This design comes from an exercise in tuning for small area on the open sky130 flow, not from production work.
Only simulation tests tie the RTL to the original design; equivalence was not proved.
The flow treats the clock pin as an ideal source, which a real chip does not have.
No activity file was given, so power comes from the tool's default toggle rates.

## flow/design.v (module list and top-level ports; edited modules follow where they fit)
// module filter_fir: 3482 lines
// module fir_fa: 4 lines
// module fir_ha: 4 lines
// module fir_nand2: 3 lines
// module fir_nor2: 3 lines
module filter_fir(input clk, input rst, input signed [15:0] din, output signed [15:0] dout);
  // ...
==> flow/flow/run.sh <==
#!/bin/bash
# The standard layout (standard.sh) with the clock tree built without dummy load cells
# and the port buffers made of the smallest buffer cell.
set -euo pipefail
CTS="-sink_clustering_enable -repair_clock_nets -dont_use_dummy_load -sink_clustering_size 19 -sink_clustering_max_diameter 58 -sink_clustering_levels 2 -buf_list {sky130_fd_sc_hd__clkbuf_2 sky130_fd_sc_hd__clkbuf_4 sky130_fd_sc_hd__clkbuf_8}"
bash standard.sh "CTS_ARGS=$CTS" "BUFFER_PORTS_ARGS=-buffer_cell sky130_fd_sc_hd__buf_1" finish > standard_flow.log 2>&1
==> flow/standard.sh <==
#!/bin/bash
# synth_recipe.tcl (not shown) runs the flow's synth.tcl, then flattens the netlist and writes it again
# the make line also repeats each setting of config.mk as NAME=value (left out here)
make -C /OpenROAD-flow-scripts/flow DESIGN_CONFIG=/design/flow/config.mk WORK_HOME=/design/flow/orfs CLKGATE_MAP_FILE= SYNTH_SCRIPT=/design/flow/synth_recipe.tcl "${@:-finish}"
==> flow/config.mk <==
export PLATFORM = sky130hd
export DESIGN_NAME = filter_fir
export DESIGN_NICKNAME = filter_fir
export VERILOG_FILES = /design/flow/design.v
export SDC_FILE = /design/flow/constraint.sdc
export NUM_CORES = 8
export LEC_CHECK = 0
export CAP_MARGIN = 0
export CORE_MARGIN = 2
export CORE_UTILIZATION = 40
export GPL_ROUTABILITY_DRIVEN = 0
export GPL_TIMING_DRIVEN = 0
export SLEW_MARGIN = 0
export SYNTH_HIERARCHICAL = 1
==> flow/constraint.sdc <==
create_clock -name core_clock -period 6.5 [get_ports {clk}]
set_input_delay 1.3000 -clock core_clock [delete_from_list [all_inputs] [get_ports {clk}]]
set_output_delay 1.3000 -clock core_clock [all_outputs]
set_load 0.01 [all_outputs]
==> flow_summary_export.csv, run 1 <==
group,metric,value,unit
run,cap_violations,0,
outcome,outcome,"timing/DRC/antenna clean",
logic_synthesis,synth_xor_area_share,0.196,%
routing,vias,18700,
sta,fin_crit,6.31,ns
sta,max_slew_margin,35.4,%
setup_path,reg2reg_to,"s3[14]$_DFF_P_",
routing,drt_pass1_iterations,5,
logic_synthesis,synthFlopType,"dfxtp_1",
final_layout,finish.utilization,43.3,%
logic_synthesis,synth_compound_area_share,0.693,%
sta,setup_slack,0.193,ns
final_layout,largest_reg_flops,31,
power_and_ir_drop,power_density,424,nW/um^2
final_layout,multi_input_comb_cells,1200,
logic_synthesis,syn_avg_cell_area,16.7,um^2
worst_hold_path,min_path_cells,0,
cts,worstSkewPairLatency,0.78,ns
final_layout,mostFrequentLayoutCells,"1,249 x dfxtp_1, 804 x fa_1, 204 x inv_1",
logic_synthesis,synth_top_family_by_area,"adder cells",
setup_path,critical_path_buf_inv_count,1,
logic_synthesis,ys_async_sr_fraction,0,%
setup_path,critPathMaxStageDelay,0.59,ns
setup_path,reg2reg_from,"w0[3]$_DFF_P_",
setup_path,startpoint,"w0[3]$_DFF_P_",
power_and_ir_drop,p_leak,18.7,nW
final_layout,multi_input_area_share,38.8,%
setup_path,critPathSlowestCell,"dfxtp_1",
logic_synthesis,synth_most_common_cell,"dfxtp_1",
setup_path,r2r_slack,0.19,ns
final_layout,final_area,48000,um^2
final_layout,top_regs,"s1: 31 flops, s2: 28 flops, s3: 25 flops",
power_and_ir_drop,vdd.ir_drop.worst,226,uV
final_layout,area_growth,7.52,%
==> run 2: changes to the inputs <==
==> flow/flow/run.sh (replaced) <==
#!/bin/bash
# The standard layout (standard.sh) with: the clock tree built without dummy load cells,
# port buffers of the smallest buffer cell, and a post-CTS step that upsizes clock leaf buffers
# whose sinks would see a slow clock slew.
set -euo pipefail
CTS="-sink_clustering_enable -repair_clock_nets -dont_use_dummy_load -sink_clustering_size 24 -sink_clustering_max_diameter 50 -buf_list {sky130_fd_sc_hd__clkbuf_4 sky130_fd_sc_hd__clkbuf_8}"
export LEAF_SLEW_PS=90
bash standard.sh "CTS_ARGS=$CTS" "BUFFER_PORTS_ARGS=-buffer_cell sky130_fd_sc_hd__buf_1" "POST_CTS_TCL=$(pwd)/flow/post_cts.tcl" finish > standard_flow.log 2>&1
==> flow/flow/post_cts.tcl (new file) <==
# Upsize the clock-tree leaf buffers whose flip-flop clock pins see a slow slew
# (placement-based estimate), so that the routed clock meets the slew limit.
estimate_parasitics -placement
set thr $::env(LEAF_SLEW_PS)
set n_up 0
set gworst 0.0
foreach net [get_nets -quiet clknet_leaf_*] {
  set worst 0.0
  foreach pin [get_pins -quiet -of_objects $net -filter "direction==input"] {
    foreach a {max min} {
      foreach e {rise fall} {
        set s [get_property $pin slew_${a}_$e]
        if {[string is double -strict $s]} {
          set ps [expr {[sta::time_ui_sta $s] * 1e12}]
          if {$ps > $worst} { set worst $ps }
        }
      }
    }
  }
  if {$worst > $gworst} { set gworst $worst }
  if {$worst > $thr} {
    foreach d [get_pins -quiet -of_objects $net -filter "direction==output"] {
      set inst [get_cells -of_objects $d]
      set cname [get_property $inst ref_name]
      set to ""
      if {$cname eq "sky130_fd_sc_hd__clkbuf_4"} { set to sky130_fd_sc_hd__clkbuf_8 }
      if {$cname eq "sky130_fd_sc_hd__clkbuf_8"} { set to sky130_fd_sc_hd__clkbuf_16 }
      if {$to ne ""} {
        replace_cell [get_full_name $inst] $to
        incr n_up
        puts "post_cts: upsized [get_full_name $inst] $cname -> $to (estimated sink slew [format %.1f $worst] ps)"
      }
    }
  }
}
puts "post_cts: worst estimated leaf sink slew [format %.1f $gworst] ps, upsized $n_up clock buffers"
if {$n_up > 0} {
  detailed_placement
  check_placement -verbose
  estimate_parasitics -placement
}
==> flow/config.mk (replaced) <==
export PLATFORM = sky130hd
export DESIGN_NAME = filter_fir
export DESIGN_NICKNAME = filter_fir
export VERILOG_FILES = /design/flow/design.v
export SDC_FILE = /design/flow/constraint.sdc
export NUM_CORES = 8
export LEC_CHECK = 0
export CAP_MARGIN = 20
export CORE_MARGIN = 2
export CORE_UTILIZATION = 40
export PLACE_DENSITY = 0.85
export SLEW_MARGIN = 20
export SYNTH_HIERARCHICAL = 1
==> run 2 against run 1 <==
Effect of this change: total power rose by 3.2%; via count rose by 2.5%; flip-flop and latch count did not move; still clean; utilization rose by 0.46 points; clock power rose by 16%; wire length fell by 3.1%; critical path depth fell by 1; synthesized cell count did not move; largest power group unchanged.
==> flow_summary_export.csv, run 2 <==
group,metric,value,unit
final_layout,mostFrequentLayoutCells,"1,260 x dfxtp_1, 804 x fa_1, 205 x inv_1",
cts,cts_sinks,1260,
sta,max_slew_margin,42.7,%
final_layout,drive_gt1_share,4.38,%
grt,antenna_found_initial,2,
floorplan,die_h,338,um
logic_synthesis,synth_top_area_cell,"dfxtp_1",
power_and_ir_drop,power_frac_seq,39.9,%
final_layout,nNetsFinal,3702,
logic_synthesis,ys_seq_area_share,56.5,%
floorplan,rows,122,
logic_synthesis,ys.warnings.count,7,
placed_design,placed_area,46800,um^2
power_and_ir_drop,p_leak,19.0,nW
power_and_ir_drop,switching_share,33.6,%
power_and_ir_drop,power_density,432,nW/um^2
final_layout,fin_cells,4299,
placed_design,gp_congestion,0.942,
routing,vias,19200,
setup_path,required,7.13,ns
setup_path,arrival,6.82,ns
grt,top_usage_layer,"met2",
setup_path,start_kind,"flip-flop",
final_layout,area_growth,8.65,%
outcome,outcome,"timing/DRC/antenna clean",
sta,tightest_slew,0.860,ns
grt,grt_remaining_overflow,0,
run,cap_violations,0,
sta,finalHoldViolCount,0,
power_and_ir_drop,vdd.ir_drop.worst,355,uV
logic_synthesis,synth_area,44600,um^2
routing,drt_pass1_iterations,5,
logic_synthesis,syn_nets,3564,
routing,finalWirelength,90400,um
grt,grt_max_degree,40,
setup_path,end_kind,"flip-flop",
floorplan,initial_utilization,40.3,%
power_and_ir_drop,power.clock.fraction,19.2,%
routing,drtIter0Drc,1373,
sta,maxSlewViolCount,0,
power_and_ir_drop,p_int,13.9,mW
placed_design,dp_cells,4224,
placed_design,io_buffers,33,
logic_synthesis,synth-seq-cells,1260,
grt,grt_pass1_vias,22300,
sta,setup_viol,0,
final_layout,top_regs,"s1: 31 flops, s2: 28 flops, s3: 25 flops",
cts,worstSkewPairLatency,0.79,ns
sta,fin_crit,6.18,ns
logic_synthesis,synth_top_area_share,56.5,%
power_and_ir_drop,p_sw,7.04,mW
logic_synthesis,ys_top_cells_by_count,"1,260 x dfxtp_1, 804 x fa_1, 206 x inv_1, 127 x nand2_1, 70 x ha_1",
grt,grt_use_total,16.8,%
sta,timing.fmax,162,MHz
routing,drc,0,
floorplan,dieArea,114000,um^2
setup_path,crit_type,"flip-flop to flip-flop",
sta,rsz0062_at_grt,"no",
logic_synthesis,synth_edf_count,0,
final_layout,final_area,48500,um^2
grt,gr-usage-met3,3.90,%
logic_synthesis,synth_most_common_cell,"dfxtp_1",
final_layout,layout_commonest_cell,"dfxtp_1",
final_layout,largest_reg_flops,31,
floorplan,core-area,111000,um^2
routing,vias_per_cell,4.46,
grt,use_met1,21.2,%
placed_design,dp_hpwl,72000,um
grt,use_met2,27.7,%
sta,tns,0,ns
sta,clock_skew,0.0981,ns
floorplan,die_w,338,um
logic_synthesis,ys_types,45,
grt,grt_pass1_wl,138000,um
final_layout,largest_register,"s1",
logic_synthesis,syn_avg_cell_area,16.7,um^2
logic_synthesis,synth.area.top_cells,"dfxtp_1 57%, fa_1 36%, ha_1 2.0%",
sta,holdWs,0.258,ns
cts,clk_pin_slew,0.09,ns
sta,period_share,95.1,%
worst_hold_path,hp-class,"flip-flop to flip-flop",
power_and_ir_drop,pwr-share-comb,40.9,%
logic_synthesis,synth_cells,2672,
routing,routedWlPerCell,21.0,um
floorplan,io_pins,34,
routing,postRouteAntennaNets,0,
logic_synthesis,ys_async_sr_fraction,0,%
logic_synthesis,synthFlopType,"dfxtp_1",
cts,tritoncts,"built",
setup_path,critPathMaxFanout,5,
run 2: cell counts after synthesis:
Identical to the previous run, type by type.
run 2: worst paths after layout:
kind / startpoint / end / slack, ns / cells past startpoint
setup reg to reg: w62[10]$_DFF_P_ / s2[21]$_DFF_P_ / 0.32 / 13
setup / recovery: w62[10]$_DFF_P_ / s2[21]$_DFF_P_ / 0.32 / 13
hold / removal: w5[6]$_DFF_P_ / w6[6]$_DFF_P_ / 0.26 / 0
hold reg to reg: w5[6]$_DFF_P_ / w6[6]$_DFF_P_ / 0.26 / 0
run 2: area by class of cell:
cell class	count	area (um^2)
Antenna cell	3	7.51
Clock buffer	71	1600
Fill cell	9362	62200
Inverter	206	773
Multi-Input combinational cell	1200	18600
Sequential cell	1260	25200
Tap cell	1488	1860
Timing Repair Buffer	71	422
run 2: power groups by stage:
stage	Sequential [mW]	Combinational, mW	Clock [mW]
floorplan	8.48	6.24	0
global placement	8.54	8.22	0
detailed placement	8.54	8.56	0
global route	8.41	9.93	4.35
finish	8.37	8.57	4.02
run 2: logic make-up after synthesis:
logic type,count (synthesis),synth area share (%)
AOI/OAI and AO/OA,48,0.693
xor gates and xnor gates,10,0.196
buffers and inverters,212,1.84
and+or+nand+nor,266,2.64
DFF,1260,56.5
muxes,1,0.0224
adders and majority gates,875,38.1
run 2: per-layer routing:
metal | part of all wire, % | routed length [um]
met1 | 40 | 36300
met2 | 49 | 44100
met3 | 6.2 | 5590
met4 | 4.9 | 4390
met5 | 0 | 0
run 2: per-stage QoR:
step / utilization (%) / power, mW / setup WS (ns)
final: 43.8 / 21.0 / 0.316
after floorplan: - / 14.7 / 0.522
after global placement: 42.3 / 16.8 / 0.482
after detailed placement: 42.3 / 17.1 / 0.384
after global routing: 43.8 / 22.7 / 0.215
run 2: worst max-delay path: stages, from the launching register on:
cell	delay [ns]
dfxtp_1	0.65
fa_1	0.53
fa_1	0.42
fa_1	0.49
ha_1	0.33
fa_1	0.54
fa_1	0.44
fa_1	0.46
fa_1	0.41
fa_1	0.40
fa_1	0.40
fa_1	0.41
fa_1	0.50
nand2_1	0.05
run 2: Yosys stat by module, one instance, submodules excluded, excerpt:
module,cell area [um^2],cells inside,times used,flip-flops and latches
filter_fir,27200,1639,1,1260
fir_ha,12.5,1,56,0
fir_fa,20.0,1,804,0

[what the ideal ports hide]
How much do the figures lean on ideal ports? The routed layouts below were timed once more, with nothing changed but the port constraints.
Step 1 assumes that a clkbuf_16 drives the clock port and a buf_2 every other input.
Step 2, shift: input delay + t, output delay - t, t = (earliest + latest rising clock arrival at the registers) / 2. This alone moves slack from input paths to output paths.
Three values: ideal, step 1, step 2; two values: the first two.
run	t (ns)	setup slack, ns	worst register clock-pin slew, ns
run 1	0.791	0.193 / 0.193 / 0.193	0.12 / 0.12
run 2	0.805	0.316 / 0.316 / 0.316	0.09 / 0.09
After both steps setup and hold are still met in every run listed.
